Context: an optimization exercise on an open-source flow, tuned for small area. The choices shown serve that exercise and are no tape-out recipe.
Function was checked by simulation only, so behaviour that the tests miss may differ from the original.
Power is estimated from default activity; no workload was simulated.

Design debug_controller, start of the top module:
module debug_controller #(
    parameter BAUD = 625000,  
    parameter CLK_RATE = 10,  
    parameter TIMEOUT  = 1    
    )(
    input logic clk,
    input logic rst,
    input logic srx,
    output logic stx,
    input logic [31:0] pc,
    input logic mcu_busy,
    input logic [31:0] d_rd,
    input logic error,
    output logic [31:0] d_in,
    output logic [31:0] addr,
    output logic pause,
    output logic resume,
    output logic reset,
    output logic reg_rd,
    output logic reg_wr,
    output logic mem_rd,
    output logic mem_wr,
    output logic [1:0] mem_size,
    output logic valid
);
Size in the first run: ~1700 cells after synthesis, ~480 flip-flops, ~18000 sq um of cells after synthesis.
clock: 7.0 ns
lec_check: 0
cap_margin: 20
core_margin: 2
core_utilization: 40
slew_margin: 20
standard.sh (not shown) runs the stock make flow with config.mk's settings and CLKGATE_MAP_FILE= SYNTH_SCRIPT=/design/flow/synth_recipe.tcl, a recipe that flattens the netlist after the stock synthesis.
==> flow/flow/run.sh <==
#!/bin/bash
set -euo pipefail
export BUFFER_PORTS_ARGS="-buffer_cell sky130_fd_sc_hd__buf_1"
export CTS_ARGS="-sink_clustering_enable -repair_clock_nets -dont_use_dummy_load -sink_clustering_size 10 -sink_clustering_max_diameter 40 -buf_list {sky130_fd_sc_hd__clkbuf_4}"
export RECOVER_POWER=100
bash standard.sh > flow.log 2>&1
The first run finished but failed the layout checks on capacitance limit, slew limit.
Edit:
==> flow/flow/run.sh (replaced) <==
#!/bin/bash
set -euo pipefail
export BUFFER_PORTS_ARGS="-buffer_cell sky130_fd_sc_hd__buf_1"
export CTS_ARGS="-sink_clustering_enable -repair_clock_nets -dont_use_dummy_load -sink_clustering_size 7 -sink_clustering_max_diameter 30 -buf_list {sky130_fd_sc_hd__clkbuf_2 sky130_fd_sc_hd__clkbuf_4}"
bash standard.sh > flow.log 2>&1
Result: This time the run finished clean. Hold slack improved by 0.0030 ns. Worst setup slack improved by 0.035 ns. Via count grows slightly.
Edit:
==> flow/flow/run.sh (replaced) <==
#!/bin/bash
set -euo pipefail
export BUFFER_PORTS_ARGS="-buffer_cell sky130_fd_sc_hd__buf_1"
export CTS_ARGS="-sink_clustering_enable -repair_clock_nets -dont_use_dummy_load -sink_clustering_size 10 -sink_clustering_max_diameter 40 -buf_list {sky130_fd_sc_hd__clkbuf_4}"
bash standard.sh > flow.log 2>&1
Result:
- power went down by a few percent
- die area is unchanged
- routed wire length went down slightly
- cell area went down slightly
- combinational power is about the same
- hold slack is worse by 0.0032 ns
- critical path depth does not change
- utilization went down by 0.46 points
- global-route usage went down by 0.13 points
- first-iteration DRC count went down by a few percent
- synthesized cell count stays the same
Edit:
==> flow/flow/run.sh (replaced) <==
#!/bin/bash
set -euo pipefail
here=$(pwd)
export BUFFER_PORTS_ARGS="-buffer_cell sky130_fd_sc_hd__buf_1"
export CTS_ARGS="-sink_clustering_enable -repair_clock_nets -dont_use_dummy_load -sink_clustering_size 10 -sink_clustering_max_diameter 40 -buf_list {sky130_fd_sc_hd__clkbuf_4}"
{
  echo "proc abc {args} {"
  echo "  set i [lsearch \$args -script]"
  echo "  if {\$i >= 0} { set args [lreplace \$args [expr {\$i + 1}] [expr {\$i + 1}] $here/flow/area.script] }"
  echo "  yosys abc {*}\$args"
  echo "}"
  cat synth_recipe.tcl
} > flow_synth.tcl
sed "s|SYNTH_SCRIPT=[^ ]*|SYNTH_SCRIPT=$here/flow_synth.tcl|" standard.sh > flow_standard.sh
grep -q "SYNTH_SCRIPT=$here/flow_synth.tcl" flow_standard.sh
bash flow_standard.sh > flow.log 2>&1
==> flow/flow/area.script (new file) <==
&get -n
&st
&syn2
&dch -f
&nf -R 1000
&st
&syn2
&dch -f
&nf -R 1000
&st
&dch -f
&nf -R 1000
&put
- worst hold slack got worse by 0.011 ns
- power grows by 2.5%
- die area shrinks by 3.3%
- combinational power grows by 15%

---

debug_controller again, from the RTL that the note above started with.
export LEC_CHECK = 0
export CAP_MARGIN = 20
export CORE_MARGIN = 2
export CORE_UTILIZATION = 55
export SLEW_MARGIN = 20
create_clock -name core_clock -period 7.0 [get_ports {clk}]
==> flow/flow/run.sh <==
#!/bin/bash
set -euo pipefail
here=$(pwd)
export BUFFER_PORTS_ARGS="-buffer_cell sky130_fd_sc_hd__buf_1"
export CTS_ARGS="-sink_clustering_enable -repair_clock_nets -dont_use_dummy_load -sink_clustering_size 10 -sink_clustering_max_diameter 40 -buf_list {sky130_fd_sc_hd__clkbuf_4}"
{
  echo "proc abc {args} {"
  echo "  set i [lsearch \$args -script]"
  echo "  if {\$i >= 0} { set args [lreplace \$args [expr {\$i + 1}] [expr {\$i + 1}] $here/flow/area.script] }"
  echo "  yosys abc {*}\$args"
  echo "}"
  cat synth_recipe.tcl
} > flow_synth.tcl
sed "s|SYNTH_SCRIPT=[^ ]*|SYNTH_SCRIPT=$here/flow_synth.tcl|" standard.sh > flow_standard.sh
grep -q "SYNTH_SCRIPT=$here/flow_synth.tcl" flow_standard.sh
bash flow_standard.sh > flow.log 2>&1
==> flow/flow/area.script <==
&get -n
&st
&syn2
&dch -f
&nf -R 1000
&st
&syn2
&dch -f
&nf -R 1000
&st
&dch -f
&nf -R 1000
&put
Next try:
- CORE_UTILIZATION: 55 -> 65
Result: The changed run went through all stages and came out clean. Design area came out lower by 0.48%. Via count came out higher by 2.4%. Sequential share of layout area increases by 0.24 points.

what the ideal ports hide:
The flow's constraints put no driver on any port. The routed layouts listed below were extracted and timed again, unchanged, in two steps.
Step 1: set_driving_cell puts a clkbuf_16 on clk and a buf_2 on each other input, an assumption about the parent block.
Step 2 also shifts input and output timing later by t, the mid clock arrival at the registers, as if the neighbouring blocks saw the same clock.
Three values: no drivers, after step 1, after step 2; two values: the first two.
| run | shift t [ns] | setup slack, ns | worst setup path after step 2 |
|---|---|---|---|
| the first run of note 1 | 0.759 | 0.620 / 0.620 / 0.620 | register to register |
| the second run of note 1 | 0.803 | 0.655 / 0.655 / 0.655 | register to register |
| the third run of note 1 | 0.762 | 0.630 / 0.630 / 0.630 | register to register |
| the fourth run of note 1 | 0.802 | 0.402 / 0.402 / 0.402 | register to register |
| the first run of note 2 | 0.794 | 0.474 / 0.474 / 0.474 | register to register |
| the second run of note 2 | 0.736 | 0.440 / 0.440 / 0.440 | register to register |
